From an optimization exercise on the open Yosys and OpenROAD flow, aimed at small area, a short achievable clock period and few clock cycles per item; shortcuts taken in it are not production practice. Function was checked by simulation only, so behaviour that the tests miss may differ from the original.

## design.v

```verilog
module sin_coeff_lut (
    input  logic [14:0] x,
    output logic [15:0] m3
);
assign m3 = 16'(x >= 15'h657c) + 16'(x >= 15'h6df4) + 16'(x >= 15'h745c)
          + 16'(x >= 15'h799a) + 16'(x >= 15'h7e1c);
endmodule
module sin_controller (
    input  logic       clk,
    input  logic       rst_n,
    input  logic       start,
    output logic [4:1] st,
    output logic       done
);
always_ff @(posedge clk or negedge rst_n) begin
    if (!rst_n) begin
        st <= 4'b0000;
    end else begin
        st <= {st[3:1], done & start};
    end
end
assign done = ~|st;
endmodule
module sin_datapath (
    input  logic [14:0] ma,
    input  logic [7:0]  b_one,
    input  logic [7:0]  b_two,
    input  logic [6:0]  b_neg,
    input  logic [15:0] acc,
    output logic [15:0] p,
    input  logic [14:0] a,
    output logic [12:0] t1
);
wire pp1 = ((b_one[0] & ma[0])) ^ b_neg[0];
wire pp2 = ((b_one[0] & ma[1]) | (b_two[0] & ma[0])) ^ b_neg[0];
wire pp3 = ((b_one[0] & ma[2]) | (b_two[0] & ma[1])) ^ b_neg[0];
wire pp4 = ((b_one[0] & ma[3]) | (b_two[0] & ma[2])) ^ b_neg[0];
wire pp5 = ((b_one[0] & ma[4]) | (b_two[0] & ma[3])) ^ b_neg[0];
wire pp6 = ((b_one[0] & ma[5]) | (b_two[0] & ma[4])) ^ b_neg[0];
wire pp7 = ((b_one[0] & ma[6]) | (b_two[0] & ma[5])) ^ b_neg[0];
wire pp8 = ((b_one[0] & ma[7]) | (b_two[0] & ma[6])) ^ b_neg[0];
wire pp9 = ((b_one[0] & ma[8]) | (b_two[0] & ma[7])) ^ b_neg[0];
wire pp10 = ((b_one[0] & ma[9]) | (b_two[0] & ma[8])) ^ b_neg[0];
wire pp11 = ((b_one[0] & ma[10]) | (b_two[0] & ma[9])) ^ b_neg[0];
wire pp12 = ((b_one[0] & ma[11]) | (b_two[0] & ma[10])) ^ b_neg[0];
wire pp13 = ((b_one[0] & ma[12]) | (b_two[0] & ma[11])) ^ b_neg[0];
wire pp14 = ((b_one[0] & ma[13]) | (b_two[0] & ma[12])) ^ b_neg[0];
wire pp15 = ((b_one[0] & ma[14]) | (b_two[0] & ma[13])) ^ b_neg[0];
wire pp16 = ((b_two[0] & ma[14])) ^ b_neg[0];
wire pp17 = ((b_one[1] & ma[0])) ^ b_neg[1];
wire pp18 = ((b_one[1] & ma[1]) | (b_two[1] & ma[0])) ^ b_neg[1];
wire pp19 = ((b_one[1] & ma[2]) | (b_two[1] & ma[1])) ^ b_neg[1];
wire pp20 = ((b_one[1] & ma[3]) | (b_two[1] & ma[2])) ^ b_neg[1];
wire pp21 = ((b_one[1] & ma[4]) | (b_two[1] & ma[3])) ^ b_neg[1];
wire pp22 = ((b_one[1] & ma[5]) | (b_two[1] & ma[4])) ^ b_neg[1];
wire pp23 = ((b_one[1] & ma[6]) | (b_two[1] & ma[5])) ^ b_neg[1];
wire pp24 = ((b_one[1] & ma[7]) | (b_two[1] & ma[6])) ^ b_neg[1];
wire pp25 = ((b_one[1] & ma[8]) | (b_two[1] & ma[7])) ^ b_neg[1];
wire pp26 = ((b_one[1] & ma[9]) | (b_two[1] & ma[8])) ^ b_neg[1];
wire pp27 = ((b_one[1] & ma[10]) | (b_two[1] & ma[9])) ^ b_neg[1];
wire pp28 = ((b_one[1] & ma[11]) | (b_two[1] & ma[10])) ^ b_neg[1];
wire pp29 = ((b_one[1] & ma[12]) | (b_two[1] & ma[11])) ^ b_neg[1];
wire pp30 = ((b_one[1] & ma[13]) | (b_two[1] & ma[12])) ^ b_neg[1];
wire pp31 = ((b_one[1] & ma[14]) | (b_two[1] & ma[13])) ^ b_neg[1];
wire pp32 = ((b_two[1] & ma[14])) ^ b_neg[1];
wire pp33 = ((b_one[2] & ma[0])) ^ b_neg[2];
wire pp34 = ((b_one[2] & ma[1]) | (b_two[2] & ma[0])) ^ b_neg[2];
wire pp35 = ((b_one[2] & ma[2]) | (b_two[2] & ma[1])) ^ b_neg[2];
wire pp36 = ((b_one[2] & ma[3]) | (b_two[2] & ma[2])) ^ b_neg[2];
wire pp37 = ((b_one[2] & ma[4]) | (b_two[2] & ma[3])) ^ b_neg[2];
wire pp38 = ((b_one[2] & ma[5]) | (b_two[2] & ma[4])) ^ b_neg[2];
wire pp39 = ((b_one[2] & ma[6]) | (b_two[2] & ma[5])) ^ b_neg[2];
wire pp40 = ((b_one[2] & ma[7]) | (b_two[2] & ma[6])) ^ b_neg[2];
wire pp41 = ((b_one[2] & ma[8]) | (b_two[2] & ma[7])) ^ b_neg[2];
wire pp42 = ((b_one[2] & ma[9]) | (b_two[2] & ma[8])) ^ b_neg[2];
wire pp43 = ((b_one[2] & ma[10]) | (b_two[2] & ma[9])) ^ b_neg[2];
wire pp44 = ((b_one[2] & ma[11]) | (b_two[2] & ma[10])) ^ b_neg[2];
wire pp45 = ((b_one[2] & ma[12]) | (b_two[2] & ma[11])) ^ b_neg[2];
wire pp46 = ((b_one[2] & ma[13]) | (b_two[2] & ma[12])) ^ b_neg[2];
wire pp47 = ((b_one[2] & ma[14]) | (b_two[2] & ma[13])) ^ b_neg[2];
wire pp48 = ((b_two[2] & ma[14])) ^ b_neg[2];
wire pp49 = ((b_one[3] & ma[0])) ^ b_neg[3];
wire pp50 = ((b_one[3] & ma[1]) | (b_two[3] & ma[0])) ^ b_neg[3];
wire pp51 = ((b_one[3] & ma[2]) | (b_two[3] & ma[1])) ^ b_neg[3];
wire pp52 = ((b_one[3] & ma[3]) | (b_two[3] & ma[2])) ^ b_neg[3];
wire pp53 = ((b_one[3] & ma[4]) | (b_two[3] & ma[3])) ^ b_neg[3];
wire pp54 = ((b_one[3] & ma[5]) | (b_two[3] & ma[4])) ^ b_neg[3];
wire pp55 = ((b_one[3] & ma[6]) | (b_two[3] & ma[5])) ^ b_neg[3];
wire pp56 = ((b_one[3] & ma[7]) | (b_two[3] & ma[6])) ^ b_neg[3];
wire pp57 = ((b_one[3] & ma[8]) | (b_two[3] & ma[7])) ^ b_neg[3];
wire pp58 = ((b_one[3] & ma[9]) | (b_two[3] & ma[8])) ^ b_neg[3];
wire pp59 = ((b_one[3] & ma[10]) | (b_two[3] & ma[9])) ^ b_neg[3];
wire pp60 = ((b_one[3] & ma[11]) | (b_two[3] & ma[10])) ^ b_neg[3];
wire pp61 = ((b_one[3] & ma[12]) | (b_two[3] & ma[11])) ^ b_neg[3];
wire pp62 = ((b_one[3] & ma[13]) | (b_two[3] & ma[12])) ^ b_neg[3];
wire pp63 = ((b_one[3] & ma[14]) | (b_two[3] & ma[13])) ^ b_neg[3];
wire pp64 = ((b_two[3] & ma[14])) ^ b_neg[3];
wire pp65 = ((b_one[4] & ma[0])) ^ b_neg[4];
wire pp66 = ((b_one[4] & ma[1]) | (b_two[4] & ma[0])) ^ b_neg[4];
wire pp67 = ((b_one[4] & ma[2]) | (b_two[4] & ma[1])) ^ b_neg[4];
wire pp68 = ((b_one[4] & ma[3]) | (b_two[4] & ma[2])) ^ b_neg[4];
wire pp69 = ((b_one[4] & ma[4]) | (b_two[4] & ma[3])) ^ b_neg[4];
wire pp70 = ((b_one[4] & ma[5]) | (b_two[4] & ma[4])) ^ b_neg[4];
wire pp71 = ((b_one[4] & ma[6]) | (b_two[4] & ma[5])) ^ b_neg[4];
wire pp72 = ((b_one[4] & ma[7]) | (b_two[4] & ma[6])) ^ b_neg[4];
wire pp73 = ((b_one[4] & ma[8]) | (b_two[4] & ma[7])) ^ b_neg[4];
wire pp74 = ((b_one[4] & ma[9]) | (b_two[4] & ma[8])) ^ b_neg[4];
wire pp75 = ((b_one[4] & ma[10]) | (b_two[4] & ma[9])) ^ b_neg[4];
wire pp76 = ((b_one[4] & ma[11]) | (b_two[4] & ma[10])) ^ b_neg[4];
wire pp77 = ((b_one[4] & ma[12]) | (b_two[4] & ma[11])) ^ b_neg[4];
wire pp78 = ((b_one[4] & ma[13]) | (b_two[4] & ma[12])) ^ b_neg[4];
wire pp79 = ((b_one[4] & ma[14]) | (b_two[4] & ma[13])) ^ b_neg[4];
wire pp80 = ((b_two[4] & ma[14])) ^ b_neg[4];
wire pp81 = ((b_one[5] & ma[0])) ^ b_neg[5];
wire pp82 = ((b_one[5] & ma[1]) | (b_two[5] & ma[0])) ^ b_neg[5];
wire pp83 = ((b_one[5] & ma[2]) | (b_two[5] & ma[1])) ^ b_neg[5];
wire pp84 = ((b_one[5] & ma[3]) | (b_two[5] & ma[2])) ^ b_neg[5];
wire pp85 = ((b_one[5] & ma[4]) | (b_two[5] & ma[3])) ^ b_neg[5];
wire pp86 = ((b_one[5] & ma[5]) | (b_two[5] & ma[4])) ^ b_neg[5];
wire pp87 = ((b_one[5] & ma[6]) | (b_two[5] & ma[5])) ^ b_neg[5];
wire pp88 = ((b_one[5] & ma[7]) | (b_two[5] & ma[6])) ^ b_neg[5];
wire pp89 = ((b_one[5] & ma[8]) | (b_two[5] & ma[7])) ^ b_neg[5];
wire pp90 = ((b_one[5] & ma[9]) | (b_two[5] & ma[8])) ^ b_neg[5];
wire pp91 = ((b_one[5] & ma[10]) | (b_two[5] & ma[9])) ^ b_neg[5];
wire pp92 = ((b_one[5] & ma[11]) | (b_two[5] & ma[10])) ^ b_neg[5];
wire pp93 = ((b_one[5] & ma[12]) | (b_two[5] & ma[11])) ^ b_neg[5];
wire pp94 = ((b_one[5] & ma[13]) | (b_two[5] & ma[12])) ^ b_neg[5];
wire pp95 = ((b_one[5] & ma[14]) | (b_two[5] & ma[13])) ^ b_neg[5];
wire pp96 = ((b_two[5] & ma[14])) ^ b_neg[5];
wire pp97 = ((b_one[6] & ma[0])) ^ b_neg[6];
wire pp98 = ((b_one[6] & ma[1]) | (b_two[6] & ma[0])) ^ b_neg[6];
wire pp99 = ((b_one[6] & ma[2]) | (b_two[6] & ma[1])) ^ b_neg[6];
wire pp100 = ((b_one[6] & ma[3]) | (b_two[6] & ma[2])) ^ b_neg[6];
wire pp101 = ((b_one[6] & ma[4]) | (b_two[6] & ma[3])) ^ b_neg[6];
wire pp102 = ((b_one[6] & ma[5]) | (b_two[6] & ma[4])) ^ b_neg[6];
wire pp103 = ((b_one[6] & ma[6]) | (b_two[6] & ma[5])) ^ b_neg[6];
wire pp104 = ((b_one[6] & ma[7]) | (b_two[6] & ma[6])) ^ b_neg[6];
wire pp105 = ((b_one[6] & ma[8]) | (b_two[6] & ma[7])) ^ b_neg[6];
wire pp106 = ((b_one[6] & ma[9]) | (b_two[6] & ma[8])) ^ b_neg[6];
wire pp107 = ((b_one[6] & ma[10]) | (b_two[6] & ma[9])) ^ b_neg[6];
wire pp108 = ((b_one[6] & ma[11]) | (b_two[6] & ma[10])) ^ b_neg[6];
wire pp109 = ((b_one[6] & ma[12]) | (b_two[6] & ma[11])) ^ b_neg[6];
wire pp110 = ((b_one[6] & ma[13]) | (b_two[6] & ma[12])) ^ b_neg[6];
wire pp111 = ((b_one[6] & ma[14]) | (b_two[6] & ma[13])) ^ b_neg[6];
wire pp112 = ((b_two[6] & ma[14])) ^ b_neg[6];
wire pp113 = (b_one[7] & ma[0]);
wire pp114 = (b_one[7] & ma[1]) | (b_two[7] & ma[0]);
wire pp115 = (b_one[7] & ma[2]) | (b_two[7] & ma[1]);
wire pp116 = (b_one[7] & ma[3]) | (b_two[7] & ma[2]);
wire pp117 = (b_one[7] & ma[4]) | (b_two[7] & ma[3]);
wire pp118 = (b_one[7] & ma[5]) | (b_two[7] & ma[4]);
wire pp119 = (b_one[7] & ma[6]) | (b_two[7] & ma[5]);
wire pp120 = (b_one[7] & ma[7]) | (b_two[7] & ma[6]);
wire pp121 = (b_one[7] & ma[8]) | (b_two[7] & ma[7]);
wire pp122 = (b_one[7] & ma[9]) | (b_two[7] & ma[8]);
wire pp123 = (b_one[7] & ma[10]) | (b_two[7] & ma[9]);
wire pp124 = (b_one[7] & ma[11]) | (b_two[7] & ma[10]);
wire pp125 = (b_one[7] & ma[12]) | (b_two[7] & ma[11]);
wire pp126 = (b_one[7] & ma[13]) | (b_two[7] & ma[12]);
wire pp127 = (b_one[7] & ma[14]) | (b_two[7] & ma[13]);
wire pp128 = (b_two[7] & ma[14]);
wire s129 = pp11 ^ pp25;
wire c130 = pp11 & pp25;
wire s131 = pp12 ^ pp26;
wire c132 = pp12 & pp26;
wire x133 = pp13 ^ pp27;
wire s134 = x133 ^ pp41;
wire c135 = (pp13 & pp27) | (x133 & pp41);
wire s136 = pp55 ^ pp69;
wire c137 = pp55 & pp69;
wire x138 = pp14 ^ pp28;
wire s139 = x138 ^ pp42;
wire c140 = (pp14 & pp28) | (x138 & pp42);
wire s141 = pp56 ^ pp70;
wire c142 = pp56 & pp70;
wire x143 = pp15 ^ pp29;
wire s144 = x143 ^ pp43;
wire c145 = (pp15 & pp29) | (x143 & pp43);
wire x146 = pp57 ^ pp71;
wire s147 = x146 ^ pp85;
wire c148 = (pp57 & pp71) | (x146 & pp85);
wire x149 = pp16 ^ pp30;
wire s150 = x149 ^ pp44;
wire c151 = (pp16 & pp30) | (x149 & pp44);
wire x152 = pp58 ^ pp72;
wire s153 = x152 ^ pp86;
wire c154 = (pp58 & pp72) | (x152 & pp86);
wire s155 = pp100 ^ pp114;
wire c156 = pp100 & pp114;
wire x157 = b_neg[0] ^ pp31;
wire s158 = x157 ^ pp45;
wire c159 = (b_neg[0] & pp31) | (x157 & pp45);
wire x160 = pp59 ^ pp73;
wire s161 = x160 ^ pp87;
wire c162 = (pp59 & pp73) | (x160 & pp87);
wire x163 = pp101 ^ pp115;
wire s164 = x163 ^ acc[1];
wire c165 = (pp101 & pp115) | (x163 & acc[1]);
wire x166 = b_neg[0] ^ pp32;
wire s167 = x166 ^ pp46;
wire c168 = (b_neg[0] & pp32) | (x166 & pp46);
wire x169 = pp60 ^ pp74;
wire s170 = x169 ^ pp88;
wire c171 = (pp60 & pp74) | (x169 & pp88);
wire x172 = pp102 ^ pp116;
wire s173 = x172 ^ acc[2];
wire c174 = (pp102 & pp116) | (x172 & acc[2]);
wire x175 = ~b_neg[0] ^ ~b_neg[1];
wire s176 = x175 ^ pp47;
wire c177 = (~b_neg[0] & ~b_neg[1]) | (x175 & pp47);
wire x178 = pp61 ^ pp75;
wire s179 = x178 ^ pp89;
wire c180 = (pp61 & pp75) | (x178 & pp89);
wire x181 = pp103 ^ pp117;
wire s182 = x181 ^ acc[3];
wire c183 = (pp103 & pp117) | (x181 & acc[3]);
wire x184 = pp48 ^ pp62;
wire s185 = x184 ^ pp76;
wire c186 = (pp48 & pp62) | (x184 & pp76);
wire x187 = pp90 ^ pp104;
wire s188 = x187 ^ pp118;
wire c189 = (pp90 & pp104) | (x187 & pp118);
wire s190 = acc[4] ^ 1'b1;
wire c191 = acc[4] & 1'b1;
wire x192 = ~b_neg[2] ^ pp63;
wire s193 = x192 ^ pp77;
wire c194 = (~b_neg[2] & pp63) | (x192 & pp77);
wire x195 = pp91 ^ pp105;
wire s196 = x195 ^ pp119;
wire c197 = (pp91 & pp105) | (x195 & pp119);
wire x198 = pp64 ^ pp78;
wire s199 = x198 ^ pp92;
wire c200 = (pp64 & pp78) | (x198 & pp92);
wire s201 = pp106 ^ pp120;
wire c202 = pp106 & pp120;
wire x203 = ~b_neg[3] ^ pp79;
wire s204 = x203 ^ pp93;
wire c205 = (~b_neg[3] & pp79) | (x203 & pp93);
wire s206 = pp80 ^ pp94;
wire c207 = pp80 & pp94;
wire s208 = pp7 ^ pp21;
wire c209 = pp7 & pp21;
wire s210 = pp8 ^ pp22;
wire c211 = pp8 & pp22;
wire x212 = pp9 ^ pp23;
wire s213 = x212 ^ pp37;
wire c214 = (pp9 & pp23) | (x212 & pp37);
wire s215 = pp51 ^ pp65;
wire c216 = pp51 & pp65;
wire x217 = pp10 ^ pp24;
wire s218 = x217 ^ pp38;
wire c219 = (pp10 & pp24) | (x217 & pp38);
wire s220 = pp52 ^ pp66;
wire c221 = pp52 & pp66;
wire x222 = s129 ^ pp39;
wire s223 = x222 ^ pp53;
wire c224 = (s129 & pp39) | (x222 & pp53);
wire x225 = pp67 ^ pp81;
wire s226 = x225 ^ b_neg[5];
wire c227 = (pp67 & pp81) | (x225 & b_neg[5]);
wire x228 = s131 ^ pp40;
wire s229 = x228 ^ pp54;
wire c230 = (s131 & pp40) | (x228 & pp54);
wire x231 = pp68 ^ pp82;
wire s232 = x231 ^ c130;
wire c233 = (pp68 & pp82) | (x231 & c130);
wire x234 = s134 ^ s136;
wire s235 = x234 ^ pp83;
wire c236 = (s134 & s136) | (x234 & pp83);
wire x237 = pp97 ^ b_neg[6];
wire s238 = x237 ^ c132;
wire c239 = (pp97 & b_neg[6]) | (x237 & c132);
wire x240 = s139 ^ s141;
wire s241 = x240 ^ pp84;
wire c242 = (s139 & s141) | (x240 & pp84);
wire x243 = pp98 ^ c135;
wire s244 = x243 ^ c137;
wire c245 = (pp98 & c135) | (x243 & c137);
wire x246 = s144 ^ s147;
wire s247 = x246 ^ pp99;
wire c248 = (s144 & s147) | (x246 & pp99);
wire x249 = pp113 ^ c140;
wire s250 = x249 ^ c142;
wire c251 = (pp113 & c140) | (x249 & c142);
wire x252 = s150 ^ s153;
wire s253 = x252 ^ s155;
wire c254 = (s150 & s153) | (x252 & s155);
wire x255 = acc[0] ^ c145;
wire s256 = x255 ^ c148;
wire c257 = (acc[0] & c145) | (x255 & c148);
wire x258 = s158 ^ s161;
wire s259 = x258 ^ s164;
wire c260 = (s158 & s161) | (x258 & s164);
wire x261 = c151 ^ c154;
wire s262 = x261 ^ c156;
wire c263 = (c151 & c154) | (x261 & c156);
wire x264 = s167 ^ s170;
wire s265 = x264 ^ s173;
wire c266 = (s167 & s170) | (x264 & s173);
wire x267 = c159 ^ c162;
wire s268 = x267 ^ c165;
wire c269 = (c159 & c162) | (x267 & c165);
wire x270 = s176 ^ s179;
wire s271 = x270 ^ s182;
wire c272 = (s176 & s179) | (x270 & s182);
wire x273 = c168 ^ c171;
wire s274 = x273 ^ c174;
wire c275 = (c168 & c171) | (x273 & c174);
wire x276 = s185 ^ s188;
wire s277 = x276 ^ s190;
wire c278 = (s185 & s188) | (x276 & s190);
wire x279 = c177 ^ c180;
wire s280 = x279 ^ c183;
wire c281 = (c177 & c180) | (x279 & c183);
wire x282 = s193 ^ s196;
wire s283 = x282 ^ acc[5];
wire c284 = (s193 & s196) | (x282 & acc[5]);
wire x285 = c186 ^ c189;
wire s286 = x285 ^ c191;
wire c287 = (c186 & c189) | (x285 & c191);
wire x288 = s199 ^ s201;
wire s289 = x288 ^ acc[6];
wire c290 = (s199 & s201) | (x288 & acc[6]);
wire x291 = 1'b1 ^ c194;
wire s292 = x291 ^ c197;
wire c293 = (1'b1 & c194) | (x291 & c197);
wire x294 = s204 ^ pp107;
wire s295 = x294 ^ pp121;
wire c296 = (s204 & pp107) | (x294 & pp121);
wire x297 = acc[7] ^ c200;
wire s298 = x297 ^ c202;
wire c299 = (acc[7] & c200) | (x297 & c202);
wire x300 = s206 ^ pp108;
wire s301 = x300 ^ pp122;
wire c302 = (s206 & pp108) | (x300 & pp122);
wire x303 = acc[8] ^ 1'b1;
wire s304 = x303 ^ c205;
wire c305 = (acc[8] & 1'b1) | (x303 & c205);
wire x306 = ~b_neg[4] ^ pp95;
wire s307 = x306 ^ pp109;
wire c308 = (~b_neg[4] & pp95) | (x306 & pp109);
wire x309 = pp123 ^ acc[9];
wire s310 = x309 ^ c207;
wire c311 = (pp123 & acc[9]) | (x309 & c207);
wire x312 = pp96 ^ pp110;
wire s313 = x312 ^ pp124;
wire c314 = (pp96 & pp110) | (x312 & pp124);
wire s315 = acc[10] ^ 1'b1;
wire c316 = acc[10] & 1'b1;
wire x317 = ~b_neg[5] ^ pp111;
wire s318 = x317 ^ pp125;
wire c319 = (~b_neg[5] & pp111) | (x317 & pp125);
wire s320 = pp112 ^ pp126;
wire c321 = pp112 & pp126;
wire s322 = pp5 ^ pp19;
wire c323 = pp5 & pp19;
wire s324 = pp6 ^ pp20;
wire c325 = pp6 & pp20;
wire x326 = s208 ^ pp35;
wire s327 = x326 ^ pp49;
wire c328 = (s208 & pp35) | (x326 & pp49);
wire x329 = s210 ^ pp36;
wire s330 = x329 ^ pp50;
wire c331 = (s210 & pp36) | (x329 & pp50);
wire x332 = s213 ^ s215;
wire s333 = x332 ^ b_neg[4];
wire c334 = (s213 & s215) | (x332 & b_neg[4]);
wire x335 = s218 ^ s220;
wire s336 = x335 ^ c214;
wire c337 = (s218 & s220) | (x335 & c214);
wire x338 = s223 ^ s226;
wire s339 = x338 ^ c219;
wire c340 = (s223 & s226) | (x338 & c219);
wire x341 = s229 ^ s232;
wire s342 = x341 ^ c224;
wire c343 = (s229 & s232) | (x341 & c224);
wire x344 = s235 ^ s238;
wire s345 = x344 ^ c230;
wire c346 = (s235 & s238) | (x344 & c230);
wire x347 = s241 ^ s244;
wire s348 = x347 ^ c236;
wire c349 = (s241 & s244) | (x347 & c236);
wire x350 = s247 ^ s250;
wire s351 = x350 ^ c242;
wire c352 = (s247 & s250) | (x350 & c242);
wire x353 = s253 ^ s256;
wire s354 = x353 ^ c248;
wire c355 = (s253 & s256) | (x353 & c248);
wire x356 = s259 ^ s262;
wire s357 = x356 ^ c254;
wire c358 = (s259 & s262) | (x356 & c254);
wire x359 = s265 ^ s268;
wire s360 = x359 ^ c260;
wire c361 = (s265 & s268) | (x359 & c260);
wire x362 = s271 ^ s274;
wire s363 = x362 ^ c266;
wire c364 = (s271 & s274) | (x362 & c266);
wire x365 = s277 ^ s280;
wire s366 = x365 ^ c272;
wire c367 = (s277 & s280) | (x365 & c272);
wire x368 = s283 ^ s286;
wire s369 = x368 ^ c278;
wire c370 = (s283 & s286) | (x368 & c278);
wire x371 = s289 ^ s292;
wire s372 = x371 ^ c284;
wire c373 = (s289 & s292) | (x371 & c284);
wire x374 = s295 ^ s298;
wire s375 = x374 ^ c290;
wire c376 = (s295 & s298) | (x374 & c290);
wire x377 = s301 ^ s304;
wire s378 = x377 ^ c296;
wire c379 = (s301 & s304) | (x377 & c296);
wire x380 = s307 ^ s310;
wire s381 = x380 ^ c302;
wire c382 = (s307 & s310) | (x380 & c302);
wire x383 = s313 ^ s315;
wire s384 = x383 ^ c308;
wire c385 = (s313 & s315) | (x383 & c308);
wire x386 = s318 ^ acc[11];
wire s387 = x386 ^ c314;
wire c388 = (s318 & acc[11]) | (x386 & c314);
wire x389 = s320 ^ acc[12];
wire s390 = x389 ^ 1'b1;
wire c391 = (s320 & acc[12]) | (x389 & 1'b1);
wire x392 = ~b_neg[6] ^ pp127;
wire s393 = x392 ^ acc[13];
wire c394 = (~b_neg[6] & pp127) | (x392 & acc[13]);
wire s395 = pp128 ^ acc[14];
wire c396 = pp128 & acc[14];
wire s397 = pp3 ^ pp17;
wire c398 = pp3 & pp17;
wire s399 = pp4 ^ pp18;
wire c400 = pp4 & pp18;
wire x401 = s322 ^ pp33;
wire s402 = x401 ^ b_neg[2];
wire c403 = (s322 & pp33) | (x401 & b_neg[2]);
wire x404 = s324 ^ pp34;
wire s405 = x404 ^ c323;
wire c406 = (s324 & pp34) | (x404 & c323);
wire x407 = s327 ^ b_neg[3];
wire s408 = x407 ^ c325;
wire c409 = (s327 & b_neg[3]) | (x407 & c325);
wire x410 = s330 ^ c209;
wire s411 = x410 ^ c328;
wire c412 = (s330 & c209) | (x410 & c328);
wire x413 = s333 ^ c211;
wire s414 = x413 ^ c331;
wire c415 = (s333 & c211) | (x413 & c331);
wire x416 = s336 ^ c216;
wire s417 = x416 ^ c334;
wire c418 = (s336 & c216) | (x416 & c334);
wire x419 = s339 ^ c221;
wire s420 = x419 ^ c337;
wire c421 = (s339 & c221) | (x419 & c337);
wire x422 = s342 ^ c227;
wire s423 = x422 ^ c340;
wire c424 = (s342 & c227) | (x422 & c340);
wire x425 = s345 ^ c233;
wire s426 = x425 ^ c343;
wire c427 = (s345 & c233) | (x425 & c343);
wire x428 = s348 ^ c239;
wire s429 = x428 ^ c346;
wire c430 = (s348 & c239) | (x428 & c346);
wire x431 = s351 ^ c245;
wire s432 = x431 ^ c349;
wire c433 = (s351 & c245) | (x431 & c349);
wire x434 = s354 ^ c251;
wire s435 = x434 ^ c352;
wire c436 = (s354 & c251) | (x434 & c352);
wire x437 = s357 ^ c257;
wire s438 = x437 ^ c355;
wire c439 = (s357 & c257) | (x437 & c355);
wire x440 = s360 ^ c263;
wire s441 = x440 ^ c358;
wire c442 = (s360 & c263) | (x440 & c358);
wire x443 = s363 ^ c269;
wire s444 = x443 ^ c361;
wire c445 = (s363 & c269) | (x443 & c361);
wire x446 = s366 ^ c275;
wire s447 = x446 ^ c364;
wire c448 = (s366 & c275) | (x446 & c364);
wire x449 = s369 ^ c281;
wire s450 = x449 ^ c367;
wire c451 = (s369 & c281) | (x449 & c367);
wire x452 = s372 ^ c287;
wire s453 = x452 ^ c370;
wire c454 = (s372 & c287) | (x452 & c370);
wire x455 = s375 ^ c293;
wire s456 = x455 ^ c373;
wire c457 = (s375 & c293) | (x455 & c373);
wire x458 = s378 ^ c299;
wire s459 = x458 ^ c376;
wire c460 = (s378 & c299) | (x458 & c376);
wire x461 = s381 ^ c305;
wire s462 = x461 ^ c379;
wire c463 = (s381 & c305) | (x461 & c379);
wire x464 = s384 ^ c311;
wire s465 = x464 ^ c382;
wire c466 = (s384 & c311) | (x464 & c382);
wire x467 = s387 ^ c316;
wire s468 = x467 ^ c385;
wire c469 = (s387 & c316) | (x467 & c385);
wire x470 = s390 ^ c319;
wire s471 = x470 ^ c388;
wire c472 = (s390 & c319) | (x470 & c388);
wire x473 = s393 ^ c321;
wire s474 = x473 ^ c391;
wire c475 = (s393 & c321) | (x473 & c391);
wire x476 = s395 ^ 1'b1;
wire s477 = x476 ^ c394;
wire c478 = (s395 & 1'b1) | (x476 & c394);
wire x479 = acc[15] ^ 1'b1;
wire s480 = x479 ^ c396;
wire c481 = (acc[15] & 1'b1) | (x479 & c396);
wire [30:0] pa = {s480, s477, s474, s471, s468, s465, s462, s459, s456, s453, s450, s447, s444, s441, s438, s435, s432, s429, s426, s423, s420, s417, s414, s411, s408, s405, s402, s399, s397, pp2, pp1};
wire [30:0] pb = {c478, c475, c472, c469, c466, c463, c460, c457, c454, c451, c448, c445, c442, c439, c436, c433, c430, c427, c424, c421, c418, c415, c412, c409, c406, c403, c400, c398, b_neg[1], 1'b0, b_neg[0]};
wire [30:0] ps = pa + pb;
assign p = ps[30:15];
wire s100001 = a[12] ^ a[10];
wire c100002 = a[12] & a[10];
wire x100003 = a[13] ^ a[11];
wire s100004 = x100003 ^ a[9];
wire c100005 = (a[13] & a[11]) | (x100003 & a[9]);
wire x100006 = a[14] ^ a[12];
wire s100007 = x100006 ^ a[10];
wire c100008 = (a[14] & a[12]) | (x100006 & a[10]);
wire s100009 = a[13] ^ a[11];
wire c100010 = a[13] & a[11];
wire s100011 = a[14] ^ a[12];
wire c100012 = a[14] & a[12];
wire s100013 = a[8] ^ a[6];
wire c100014 = a[8] & a[6];
wire x100015 = a[9] ^ a[7];
wire s100016 = x100015 ^ a[5];
wire c100017 = (a[9] & a[7]) | (x100015 & a[5]);
wire x100018 = a[10] ^ a[8];
wire s100019 = x100018 ^ a[6];
wire c100020 = (a[10] & a[8]) | (x100018 & a[6]);
wire s100021 = a[4] ^ a[2];
wire c100022 = a[4] & a[2];
wire x100023 = a[11] ^ a[9];
wire s100024 = x100023 ^ a[7];
wire c100025 = (a[11] & a[9]) | (x100023 & a[7]);
wire x100026 = a[5] ^ a[3];
wire s100027 = x100026 ^ a[1];
wire c100028 = (a[5] & a[3]) | (x100026 & a[1]);
wire x100029 = s100001 ^ a[8];
wire s100030 = x100029 ^ a[6];
wire c100031 = (s100001 & a[8]) | (x100029 & a[6]);
wire x100032 = a[4] ^ a[2];
wire s100033 = x100032 ^ a[0];
wire c100034 = (a[4] & a[2]) | (x100032 & a[0]);
wire x100035 = s100004 ^ a[7];
wire s100036 = x100035 ^ a[5];
wire c100037 = (s100004 & a[7]) | (x100035 & a[5]);
wire x100038 = a[3] ^ a[1];
wire s100039 = x100038 ^ c100002;
wire c100040 = (a[3] & a[1]) | (x100038 & c100002);
wire x100041 = s100007 ^ a[8];
wire s100042 = x100041 ^ a[6];
wire c100043 = (s100007 & a[8]) | (x100041 & a[6]);
wire x100044 = a[4] ^ a[2];
wire s100045 = x100044 ^ c100005;
wire c100046 = (a[4] & a[2]) | (x100044 & c100005);
wire x100047 = s100009 ^ a[9];
wire s100048 = x100047 ^ a[7];
wire c100049 = (s100009 & a[9]) | (x100047 & a[7]);
wire x100050 = a[5] ^ a[3];
wire s100051 = x100050 ^ c100008;
wire c100052 = (a[5] & a[3]) | (x100050 & c100008);
wire x100053 = s100011 ^ a[10];
wire s100054 = x100053 ^ a[8];
wire c100055 = (s100011 & a[10]) | (x100053 & a[8]);
wire x100056 = a[6] ^ a[4];
wire s100057 = x100056 ^ c100010;
wire c100058 = (a[6] & a[4]) | (x100056 & c100010);
wire x100059 = a[13] ^ a[11];
wire s100060 = x100059 ^ a[9];
wire c100061 = (a[13] & a[11]) | (x100059 & a[9]);
wire x100062 = a[7] ^ a[5];
wire s100063 = x100062 ^ c100012;
wire c100064 = (a[7] & a[5]) | (x100062 & c100012);
wire x100065 = a[14] ^ a[12];
wire s100066 = x100065 ^ a[10];
wire c100067 = (a[14] & a[12]) | (x100065 & a[10]);
wire s100068 = a[8] ^ a[6];
wire c100069 = a[8] & a[6];
wire x100070 = a[13] ^ a[11];
wire s100071 = x100070 ^ a[9];
wire c100072 = (a[13] & a[11]) | (x100070 & a[9]);
wire s100073 = a[14] ^ a[12];
wire c100074 = a[14] & a[12];
wire s100075 = a[6] ^ a[4];
wire c100076 = a[6] & a[4];
wire x100077 = a[7] ^ a[5];
wire s100078 = x100077 ^ a[3];
wire c100079 = (a[7] & a[5]) | (x100077 & a[3]);
wire x100080 = s100013 ^ a[4];
wire s100081 = x100080 ^ a[2];
wire c100082 = (s100013 & a[4]) | (x100080 & a[2]);
wire x100083 = s100016 ^ a[3];
wire s100084 = x100083 ^ a[1];
wire c100085 = (s100016 & a[3]) | (x100083 & a[1]);
wire x100086 = s100019 ^ s100021;
wire s100087 = x100086 ^ a[0];
wire c100088 = (s100019 & s100021) | (x100086 & a[0]);
wire x100089 = s100024 ^ s100027;
wire s100090 = x100089 ^ c100020;
wire c100091 = (s100024 & s100027) | (x100089 & c100020);
wire x100092 = s100030 ^ s100033;
wire s100093 = x100092 ^ c100025;
wire c100094 = (s100030 & s100033) | (x100092 & c100025);
wire x100095 = s100036 ^ s100039;
wire s100096 = x100095 ^ c100031;
wire c100097 = (s100036 & s100039) | (x100095 & c100031);
wire x100098 = s100042 ^ s100045;
wire s100099 = x100098 ^ c100037;
wire c100100 = (s100042 & s100045) | (x100098 & c100037);
wire x100101 = s100048 ^ s100051;
wire s100102 = x100101 ^ c100043;
wire c100103 = (s100048 & s100051) | (x100101 & c100043);
wire x100104 = s100054 ^ s100057;
wire s100105 = x100104 ^ c100049;
wire c100106 = (s100054 & s100057) | (x100104 & c100049);
wire x100107 = s100060 ^ s100063;
wire s100108 = x100107 ^ c100055;
wire c100109 = (s100060 & s100063) | (x100107 & c100055);
wire x100110 = s100066 ^ s100068;
wire s100111 = x100110 ^ c100061;
wire c100112 = (s100066 & s100068) | (x100110 & c100061);
wire x100113 = s100071 ^ a[7];
wire s100114 = x100113 ^ c100067;
wire c100115 = (s100071 & a[7]) | (x100113 & c100067);
wire x100116 = s100073 ^ a[10];
wire s100117 = x100116 ^ a[8];
wire c100118 = (s100073 & a[10]) | (x100116 & a[8]);
wire x100119 = a[13] ^ a[11];
wire s100120 = x100119 ^ a[9];
wire c100121 = (a[13] & a[11]) | (x100119 & a[9]);
wire s100122 = a[14] ^ a[12];
wire c100123 = a[14] & a[12];
wire s100124 = a[4] ^ a[2];
wire c100125 = a[4] & a[2];
wire x100126 = a[5] ^ a[3];
wire s100127 = x100126 ^ a[1];
wire c100128 = (a[5] & a[3]) | (x100126 & a[1]);
wire x100129 = s100075 ^ a[2];
wire s100130 = x100129 ^ a[0];
wire c100131 = (s100075 & a[2]) | (x100129 & a[0]);
wire x100132 = s100078 ^ a[1];
wire s100133 = x100132 ^ c100076;
wire c100134 = (s100078 & a[1]) | (x100132 & c100076);
wire x100135 = s100081 ^ a[0];
wire s100136 = x100135 ^ c100079;
wire c100137 = (s100081 & a[0]) | (x100135 & c100079);
wire x100138 = s100084 ^ c100014;
wire s100139 = x100138 ^ c100082;
wire c100140 = (s100084 & c100014) | (x100138 & c100082);
wire x100141 = s100087 ^ c100017;
wire s100142 = x100141 ^ c100085;
wire c100143 = (s100087 & c100017) | (x100141 & c100085);
wire x100144 = s100090 ^ c100022;
wire s100145 = x100144 ^ c100088;
wire c100146 = (s100090 & c100022) | (x100144 & c100088);
wire x100147 = s100093 ^ c100028;
wire s100148 = x100147 ^ c100091;
wire c100149 = (s100093 & c100028) | (x100147 & c100091);
wire x100150 = s100096 ^ c100034;
wire s100151 = x100150 ^ c100094;
wire c100152 = (s100096 & c100034) | (x100150 & c100094);
wire x100153 = s100099 ^ c100040;
wire s100154 = x100153 ^ c100097;
wire c100155 = (s100099 & c100040) | (x100153 & c100097);
wire x100156 = s100102 ^ c100046;
wire s100157 = x100156 ^ c100100;
wire c100158 = (s100102 & c100046) | (x100156 & c100100);
wire x100159 = s100105 ^ c100052;
wire s100160 = x100159 ^ c100103;
wire c100161 = (s100105 & c100052) | (x100159 & c100103);
wire x100162 = s100108 ^ c100058;
wire s100163 = x100162 ^ c100106;
wire c100164 = (s100108 & c100058) | (x100162 & c100106);
wire x100165 = s100111 ^ c100064;
wire s100166 = x100165 ^ c100109;
wire c100167 = (s100111 & c100064) | (x100165 & c100109);
wire x100168 = s100114 ^ c100069;
wire s100169 = x100168 ^ c100112;
wire c100170 = (s100114 & c100069) | (x100168 & c100112);
wire x100171 = s100117 ^ c100072;
wire s100172 = x100171 ^ c100115;
wire c100173 = (s100117 & c100072) | (x100171 & c100115);
wire x100174 = s100120 ^ c100074;
wire s100175 = x100174 ^ c100118;
wire c100176 = (s100120 & c100074) | (x100174 & c100118);
wire x100177 = s100122 ^ a[10];
wire s100178 = x100177 ^ c100121;
wire c100179 = (s100122 & a[10]) | (x100177 & c100121);
wire x100180 = a[13] ^ a[11];
wire s100181 = x100180 ^ c100123;
wire c100182 = (a[13] & a[11]) | (x100180 & c100123);
wire s100183 = a[14] ^ a[12];
wire c100184 = a[14] & a[12];
wire [27:0] t1w_a = {1'b0, a[14], a[13], s100183, s100181, s100178, s100175, s100172, s100169, s100166, s100163, s100160, s100157, s100154, s100151, s100148, s100145, s100142, s100139, s100136, s100133, s100130, s100127, s100124, a[3], a[2], a[1], a[0]};
wire [27:0] t1w_b = {1'b0, 1'b0, c100184, c100182, c100179, c100176, c100173, c100170, c100167, c100164, c100161, c100158, c100155, c100152, c100149, c100146, c100143, c100140, c100137, c100134, c100131, c100128, c100125, a[0], a[1], a[0], 1'b0, 1'b0};
wire [27:0] t1w_s = t1w_a + t1w_b;
wire [12:0] t1w = t1w_s[27:15];
assign t1 = t1w;
endmodule
module sin (
    input  logic        clk,
    input  logic        rst_n,
    input  logic [15:0] x,
    input  logic        start,
    output logic [15:0] result,
    output logic        done
);
logic [4:1]  st;
logic [14:0] ra, rx, bnext;
logic [7:0]  b_one, b_two, n_one, n_two;
logic [6:0]  b_neg, n_neg;
logic [12:0] t1;
logic [15:0] acc, p, m3;
logic [2:0]  m3r;
sin_controller controller (.clk(clk), .rst_n(rst_n), .start(start), .st(st), .done(done));
sin_coeff_lut lut (.x(x[14:0]), .m3(m3));
assign acc = st[4] ? result : 16'h0000;
sin_datapath datapath (.ma(ra), .b_one(b_one), .b_two(b_two), .b_neg(b_neg), .acc(acc), .p(p),
                       .a(ra), .t1(t1));
always_comb begin
    if (st[1])      bnext = {2'b00, t1};
    else if (st[2]) bnext = 15'h0666;
    else if (done)  bnext = x[14:0];
    else            bnext = rx;
end
sin_booth_enc enc (.b(bnext), .one(n_one), .two(n_two), .neg(n_neg));
always_ff @(posedge clk) begin
    if (done) begin
        if (start) begin
            ra     <= x[14:0];
            result <= {1'b0, x[14:0]};
            m3r    <= m3[2:0];
        end
    end
    if ((done & start) | st[1] | st[2] | st[3]) begin
        b_one <= n_one;
        b_two <= n_two;
        b_neg <= n_neg;
    end
    if (st[1]) begin
        ra <= p[14:0];
        rx <= p[14:0];
    end
    if (st[2]) ra <= p[14:0];
    if (st[3]) begin
        ra     <= p[14:0];
        result <= result - {1'b0, ra} - {13'b0, m3r};
    end
    if (st[4]) result <= p;
end
endmodule
module sin_booth_enc (
    input  logic [14:0] b,
    output logic [7:0]  one,
    output logic [7:0]  two,
    output logic [6:0]  neg
);
logic [16:0] e;
assign e = {1'b0, b, 1'b0};
always_comb begin
    for (int i = 0; i < 8; i++) begin
        one[i] = e[2*i+1] ^ e[2*i];
        two[i] = (e[2*i+2] & ~e[2*i+1] & ~e[2*i]) | (~e[2*i+2] & e[2*i+1] & e[2*i]);
    end
    for (int i = 0; i < 7; i++) neg[i] = e[2*i+2];
end
endmodule
```

## run.sh

```bash
#!/bin/bash
# synth_recipe.tcl (not shown) runs the flow's synth.tcl, then flattens the netlist and writes it again
# the make line also repeats each setting of config.mk as NAME=value (left out here)
make -C /OpenROAD-flow-scripts/flow DESIGN_CONFIG=/design/flow/config.mk WORK_HOME=/design/flow/orfs CLKGATE_MAP_FILE= SYNTH_SCRIPT=/design/flow/synth_recipe.tcl finish
```

## config.mk

```make
export PLATFORM = sky130hd
export DESIGN_NAME = sin
export DESIGN_NICKNAME = sin
export VERILOG_FILES = /design/flow/design.v
export SDC_FILE = /design/flow/constraint.sdc
export NUM_CORES = 4
export LEC_CHECK = 0
export CAP_MARGIN = 20
export CORE_MARGIN = 2
export CORE_UTILIZATION = 65
export SETUP_SLACK_MARGIN = 3.5
export SLEW_MARGIN = 20
```

## constraint.sdc

```tcl
create_clock -name core_clock -period 9.5 [get_ports {clk}]
set_input_delay 1.9000 -clock core_clock [delete_from_list [all_inputs] [get_ports {clk}]]
set_output_delay 1.9000 -clock core_clock [all_outputs]
set_load 0.01 [all_outputs]
```

==> results of run 1 <==
worst min-delay path by stage:
stage | to | slack, ps | depth (start not counted)
6_report | controller.st[3] | 470 | 0
5_1_grt | controller.st[3] | 500 | 0
4_1_cts | controller.st[3] | 480 | 0
3_5_place_dp | controller.st[3] | 470 | 0
3_3_place_gp | controller.st[3] | 470 | 0
2_1_floorplan | controller.st[4] | 370 | 0
metrics by stage:
| stage | hold slack, ps |
|---|---|
| final | 472 |
| after CTS | 482 |
| after detailed placement | 468 |
| after global placement | 466 |
| after global routing | 498 |
| after floorplan | 373 |
critical path, stage by stage (launching register included):
cell,delay (ps)
edfxtp_1,380
buf_6,200
a22oi_1,250
xor2_1,240
fa_1,480
fa_1,520
fa_1,520
fa_1,550
inv_1,40
ha_1,310
and4_1,250
o2bb2ai_1,160
o21bai_4,140
o311ai_4,120
buf_12,170
a31oi_4,240
a31oi_4,160
a211oi_4,350
o21bai_2,120
xnor2_2,250
a22oi_1,120
cells by family (layout without fill, tap and decap cells):
family | after synthesis | in the layout
flip-flops | 76 | 76
multiplexers | 30 | 30
adder cells (fa/ha/maj) | 260 | 260
AO/OA/AOI/OAI | 290 | 290
AND/OR/NAND/NOR | 189 | 189
XOR/XNOR | 153 | 153
buffers and inverters | 321 | 383
flip-flops by register name, indices dropped and copies added (netlist names):
| register | cells |
|---|---|
| b_one | 8 |
| b_two | 8 |
| rx | 15 |
| ra | 15 |
| controller.st | 4 |
| b_neg | 7 |
| m3r | 3 |
| result | 16 |
cells in the final DEF, fill, tap and decap left out, drive strengths merged, types with 6 or more instances in the layout:
cell,n
a211oi,7
a21o,16
a21oi,49
a22o,7
a22oi,106
a31oi,8
and2,7
buf,86
clkbuf,10
clkdlybuf4s50,34
edfxtp,72
fa,150
ha,110
inv,247
mux2,15
mux2i,15
nand2,66
nand2b,6
nand3,15
nor2,47
nor2b,9
nor3,14
o21a,6
o21ai,44
o21bai,8
xnor2,83
xor2,70
layer usage:
layer	share of wire	GRT usage	wire length, microns
met1	0.40	0.463	13700
met4	0.040	0.182	1410
met5	0	0	0
met2	0.49	0.592	17000
met3	0.076	0.0555	2650
Yosys cell counts (5+ instances only):
| master | count |
|---|---|
| inv_1 | 245 |
| edfxtp_1 | 72 |
| nand3_1 | 15 |
| o21bai_1 | 7 |
| nand2_1 | 66 |
| o22ai_1 | 5 |
| nor2_1 | 47 |
| clkbuf_1 | 63 |
| fa_1 | 150 |
| o21ai_0 | 40 |
| xnor2_1 | 83 |
| ha_1 | 110 |
| a21o_1 | 16 |
| a21oi_1 | 49 |
| a22o_1 | 7 |
| mux2i_1 | 15 |
| nor2b_1 | 9 |
| o21a_1 | 6 |
| a22oi_1 | 106 |
| o31ai_1 | 5 |
| a211oi_1 | 5 |
| mux2_2 | 15 |
| xor2_1 | 70 |
| nor3_1 | 14 |
| buf_1 | 7 |
| and2_1 | 7 |
| a31oi_1 | 6 |
| nand2b_1 | 6 |
repair_timing:
| action | 4_1_cts | 5_1_grt |
|---|---|---|
| resized for setup | 2 | 35 |
| pin swaps | 1 | 18 |
| cloned | 0 | 0 |
| setup endpoints to repair | 16 | 22 |
| setup buffers | 31 | 32 |
layout make-up:
class,count,share of cell area
multi-input cells,922,0.648
flip-flops and latches,76,0.162
repair buffers,120,0.0806
inverters,247,0.0666
well taps,234,0.0209
clock buffers,10,0.0164
clock inverters,6,0.00510
==> results.toml, run 1 <==
[run_status]
outcome = "timing/DRC/antenna clean"

[min_path]
hp-start = "controller.st[2]"
min_path_type = "flop to flop"

[synth]
ys.flop_type = "edfxtp_1"
synth_top_family_by_area = "adder cells"
synthSimpleGateAreaFrac = 0.0706
ys_seq_area_frac = 0.182
synthTopCellsByArea = "fa_1, edfxtp_1, ha_1"
synthDominantCellAreaShare = 0.241
synth_nets = 1598
synth_enable_flop_cells = 72
syn_avg_cell_area_sq_um = 9.43
yosysWarnings = 3
synth_mux_area_frac = 0.0257
synthArstFlopShare = 0.0526
synthAdderAreaFrac = 0.352
yosysTopAreaCell = "fa_1"
yosysUniqueCellTypes = 66
mappedNetlistArea_sq_mm = 0.0124
synth_compound_area_frac = 0.164
synth_xor_area_frac = 0.108
ys_ff_latch = 76
syn_inst = 1319

[cells_and_area]
drive_above_1_share = 0.108
final_area_sq_mm = 0.0140
n_fill_cell = 1376
fin_nets = 1655
areaGrowthSynthToFinish_pct = 12.4
multi_input_area_sq_mm = 0.00906
post-route-util = 0.745
fin_cells = 1615
regArea_sq_mm = 0.00226
num_antenna_cells = 0

[routing]
dr.pass1.iters = 6
wl_microns = 34800
drc = 0
detail_route.wl_per_cell_microns = 21.5
num_vias = 9912
viasPerCell = 6.14
drt_iter0_drc = 962
ant_nets = 0

[die]
rows = 50
boundaryPins = 36
fp.dieW_microns = 142
die_y_microns = 142
start_util = 0.663
die_area_sq_mm = 0.0203
core_sq_mm = 0.0188

[clock_network]
clk_pin_slew_ps = 70
clockRootBuffer = "clkbuf_16"
clockBufferDepth = 2
htree_levels = 3
holdBufCountCts = 0
insertion_delay_ps = 350
cts.sinks = 76
cts_tree = "yes"
numCtsBuffers = 9

[worst_setup_path]
start_kind = "flop"
endpoint = "result[14]"
r2r_setup_slack_ps = 3640
worstSetupPathType = "flop to flop"
end_kind = "flop"
arrival_ps = 5940
crit_path_max_fanout = 20
timing.rr.start = "ra[8]"
worstReg2RegEnd = "result[14]"
crit_start = "ra[8]"
reg2reg_depth = 20
cp.required_ps = 9580

[placement]
placed_area_sq_mm = 0.0129
dp_cells = 1536
pre_cts_ws_ps = 3150
dpl.hpwl_microns = 24600
gp_congestion = 0.839
port-buffer-count = 34

[global_routing]
grt_pass1_vias = 10288
grt_usage = 0.359
overflow = 0
antenna_found_initial = 0
grt_start_max_net_pins = 43
grt_pass1_wl_microns = 55100

[timing]
fin_worst_skew_ps = 8.31
finalCritPeriodShare = 0.616
finalSetupViolCount = 0
fin_ws_ps = 3640
period_minus_slack_ps = 5860
worst_slew_pin_slew_ps = 1030
hold_viol = 0
relSlewSlack = 0.309
fin_tns_setup_ps = 0
rsz0062_at_grt = "true"
drv_slew = 0
fmax_mhz = 171

[job]
drv_cap = 0
Testbench counts, summed over its fixed seeds: cycles 1,920, items 384.
==> run 2, diff against run 1 <==
--- a/design.v
+++ b/design.v
@@ -5,22 +5,6 @@
 assign m3 = 16'(x >= 15'h657c) + 16'(x >= 15'h6df4) + 16'(x >= 15'h745c)
           + 16'(x >= 15'h799a) + 16'(x >= 15'h7e1c);
 endmodule
-module sin_controller (
-    input  logic       clk,
-    input  logic       rst_n,
-    input  logic       start,
-    output logic [4:1] st,
-    output logic       done
-);
-always_ff @(posedge clk or negedge rst_n) begin
-    if (!rst_n) begin
-        st <= 4'b0000;
-    end else begin
-        st <= {st[3:1], done & start};
-    end
-end
-assign done = ~|st;
-endmodule
 module sin_datapath (
     input  logic [14:0] ma,
     input  logic [7:0]  b_one,
@@ -721,7 +705,14 @@
 logic [12:0] t1;
 logic [15:0] acc, p, m3;
 logic [2:0]  m3r;
-sin_controller controller (.clk(clk), .rst_n(rst_n), .start(start), .st(st), .done(done));
+always_ff @(posedge clk or negedge rst_n) begin
+    if (!rst_n) begin
+        st <= 4'b0000;
+    end else begin
+        st <= {st[3:1], done & start};
+    end
+end
+assign done = ~|st;
 sin_coeff_lut lut (.x(x[14:0]), .m3(m3));
 assign acc = st[4] ? result : 16'h0000;
 sin_datapath datapath (.ma(ra), .b_one(b_one), .b_two(b_two), .b_neg(b_neg), .acc(acc), .p(p),
@@ -734,27 +725,18 @@
 end
 sin_booth_enc enc (.b(bnext), .one(n_one), .two(n_two), .neg(n_neg));
 always_ff @(posedge clk) begin
+    ra    <= done ? x[14:0] : p[14:0];
+    b_one <= n_one;
+    b_two <= n_two;
+    b_neg <= n_neg;
+    m3r   <= m3[2:0];
+end
+always_ff @(posedge clk) begin
     if (done) begin
-        if (start) begin
-            ra     <= x[14:0];
-            result <= {1'b0, x[14:0]};
-            m3r    <= m3[2:0];
-        end
-    end
-    if ((done & start) | st[1] | st[2] | st[3]) begin
-        b_one <= n_one;
-        b_two <= n_two;
-        b_neg <= n_neg;
-    end
-    if (st[1]) begin
-        ra <= p[14:0];
-        rx <= p[14:0];
-    end
-    if (st[2]) ra <= p[14:0];
-    if (st[3]) begin
-        ra     <= p[14:0];
-        result <= result - {1'b0, ra} - {13'b0, m3r};
+        if (start) result <= {1'b0, x[14:0]};
     end
+    if (st[1]) rx <= p[14:0];
+    if (st[3]) result <= result - {1'b0, ra} - {13'b0, m3r};
     if (st[4]) result <= p;
 end
 endmodule
--- a/config.mk
+++ b/config.mk
@@ -7,6 +7,6 @@
 export LEC_CHECK = 0
 export CAP_MARGIN = 20
 export CORE_MARGIN = 2
-export CORE_UTILIZATION = 65
+export CORE_UTILIZATION = 40
 export SETUP_SLACK_MARGIN = 3.5
 export SLEW_MARGIN = 20
==> run 2 against run 1 <==
Via count down 0.60%; flip-flop and latch count unchanged; worst setup slack better by 90 ps; final cell count up 11%; synthesized cell count up 5.1%; synthesized area down 0.96%; critical endpoint is now result[15]; highest routed layer unchanged.
==> results.toml, run 2 <==
[run_status]
outcome = "timing/DRC/antenna clean"

[cells_and_area]
num_antenna_cells = 0
reg_top3 = "result: 16 flops, ra: 15 flops, rx: 15 flops"
fin_cells = 1786
final_common_cell = "inv_1"
areaGrowthSynthToFinish_pct = 9.67
drive_above_1_share = 0.0784
regMostFlops = "result"
final_cell_mix = "inv_1, fa_1, ha_1"
largest_reg_flops = 16
fin_nets = 1664

[worst_setup_path]
slowest_stage = "fa_1"
reg2reg_depth = 18
cp_cell_sequence = "buf_4 > a22oi_1 > xor2_1 > fa_1 > fa_1 > fa_1 > fa_1 > inv_1 > ha_1 > a21o_1 > or4b_1 > o211ai_1 > buf_4 > buf_4 > a21oi_1 > nor4bb_2 > xnor2_1 > a22o_1"
worstSetupPathType = "flop to flop"
arrival_ps = 5870
worstReg2RegEnd = "result[15]"
path_common_cell = "fa_1"
cp.required_ps = 9600
cpPeakStageDelay_ps = 540
end_kind = "flop"
start_kind = "flop"
crit_path_max_fanout = 12
r2r_setup_slack_ps = 3730
timing.rr.start = "ra[10]"

[synth]
ys_ff_latch = 76
mappedNetlistArea_sq_mm = 0.0123
syn_avg_cell_area_sq_um = 8.89
synth_enable_flop_cells = 31
synth_nets = 1665
synth_common_cells = "inv_1, fa_1, ha_1"
synthTopCellsByArea = "fa_1, ha_1, inv_1"
ys_seq_area_frac = 0.150
yosysUniqueCellTypes = 80
yosysMostFrequentCell = "inv_1"
ys.flop_type = "dfxtp_1"
synthDominantCellAreaShare = 0.244
yosysWarnings = 2
synthArstFlopShare = 0.0526
syn_inst = 1386
yosysTopAreaCell = "fa_1"

[min_path]
hp-start = "st[2]"
hold_depth = 0
min_path_type = "flop to flop"
hold_end = "st[3]"

[die]
fp.dieW_microns = 179
boundaryPins = 36
die_area_sq_mm = 0.0322
start_util = 0.405
rows = 64
core_sq_mm = 0.0304
die_y_microns = 179

[timing]
finalSetupViolCount = 0
finalCritPeriodShare = 0.607
fin_tns_setup_ps = 0
relSlewSlack = 0.431
worst_slew_pin_slew_ps = 852
period_minus_slack_ps = 5770
timing.hold.ws_ps = 442
fin_worst_skew_ps = 6.39
fin_ws_ps = 3730
fmax_mhz = 173
hold_viol = 0
drv_slew = 0
rsz0062_at_grt = "true"

[clock_network]
cts.sinks = 76
numCtsBuffers = 9
holdBufCountCts = 0
clk_pin_slew_ps = 60
clockRootBuffer = "clkbuf_16"
cts_tree = "yes"
insertion_delay_ps = 350
clockBufferDepth = 2
htree_levels = 3

[job]
drv_cap = 0

[routing]
drt_iter0_drc = 604
num_vias = 9853
wl_microns = 34400
detail_route.wl_per_cell_microns = 19.3
dr.pass1.iters = 5
viasPerCell = 5.52
drc = 0
ant_nets = 0

[global_routing]
grt_pass1_vias = 9782
antenna_found_initial = 0
grt_usage = 0.217
grt_pass1_wl_microns = 55200
grt_start_max_net_pins = 46
overflow = 0

[placement]
pre_cts_ws_ps = 3010
dpl.hpwl_microns = 25700
gp_congestion = 0.870
dp_cells = 1763
port-buffer-count = 34
[run 2: cell types whose count changed after synthesis, moves of 9 or more]
cell and delta:
mux2_2 -11, nand2_1 +21, edfxtp_1 -41, inv_1 +18, a211oi_1 +10, dfxtp_1 +41, mux2i_1 -9
[run 2: cell type report]
type / instances / area (sq um)
Inverter: 266 / 1000
Clock inverter: 5 / 40.0
Multi-Input combinational cell: 966 / 9220
Fill cell: 3002 / 16900
Clock buffer: 11 / 275
Timing Repair Buffer: 66 / 584
Tap cell: 396 / 495
Sequential cell: 76 / 1890
[run 2: what timing repair did]
action / in CTS / in global routing
pin swaps: 1 / 0
resized for setup: 9 / 31
setup endpoints to repair: 46 / 40
buffers inserted: 2 / 5
[run 2: routing by layer]
layer	global-route usage	routed length, microns	vias to the layer above
li1	-	-	4606
met1	0.315	16000	4877
met2	0.342	15600	328
met3	0.0344	2210	42
met4	0.0446	594	0
met5	0	0	-
[run 2: worst max-delay path by stage]
stage | from | to | slack, ps | cells past startpoint
2_1_floorplan | ra[7] | result[12] | 3820 | 17
3_3_place_gp | ra[9] | result[10] | 2950 | 15
3_5_place_dp | ra[9] | result[10] | 3010 | 15
4_1_cts | ra[13] | result[12] | 3520 | 19
5_1_grt | ra[10] | result[7] | 3460 | 17
6_report | ra[10] | result[15] | 3730 | 18
[run 2: logic make-up (layout without fill, tap and decap cells)]
group,count (synthesis),after routing,share of synthesized area
AOI/OAI and AO/OA,314,314,0.180
xor gates and xnor gates,148,148,0.105
adders and majority gates,260,260,0.356
buffers and inverters,344,348,0.105
DFF,76,76,0.150
muxes,11,11,0.00975
and+or+nand+nor,233,233,0.0939
[run 2: stage by stage]
step | util | instance area [sq um]
after detailed placement | 0.429 | 13000
after floorplan | - | 12300
after global placement | 0.429 | 13000
after global routing | 0.444 | 13500
final | 0.444 | 13500
after CTS | 0.440 | 13400
[run 2: critical path: cells and delay by family, from the launching register on]
family / cells / cell delay [ps]
adder cells (fa/ha/maj): 5 / 2380
AND/OR/NAND/NOR: 2 / 900
AO/OA/AOI/OAI: 5 / 800
buffers and inverters: 4 / 610
flip-flops: 1 / 490
XOR/XNOR: 2 / 330
Testbench counts of run 2, summed over its fixed seeds: cycles 1,920, items 384.

==> what the ideal ports hide <==
The results above use ideal ports. As a check the final layouts listed here were re-extracted and re-timed, cells and wires unchanged.
Step 1 (the two cells are an assumption about what drives the block):
set clk [get_ports {clk}]
set_driving_cell -lib_cell sky130_fd_sc_hd__clkbuf_16 $clk
set_driving_cell -lib_cell sky130_fd_sc_hd__buf_2 [delete_from_list [all_inputs] $clk]
Step 2 also shifts input and output timing later by t, the mid clock arrival at the registers, as if the neighbouring blocks saw the same clock.
a / b / c = ideal ports / drivers / drivers and shift; a / b = the first two.
| run | t (ns) | setup WS [ns] | worst hold slack (ns) | worst slew at a driven data input, ns |
|---|---|---|---|---|
| run 1 | 0.390 | 3.645 / 3.645 / 3.645 | 0.472 / 0.472 / 0.472 | 0.04 |
| run 2 | 0.385 | 3.735 / 3.735 / 3.735 | 0.442 / 0.442 / 0.442 | 0.05 |
After both steps setup and hold are still met in every run listed.
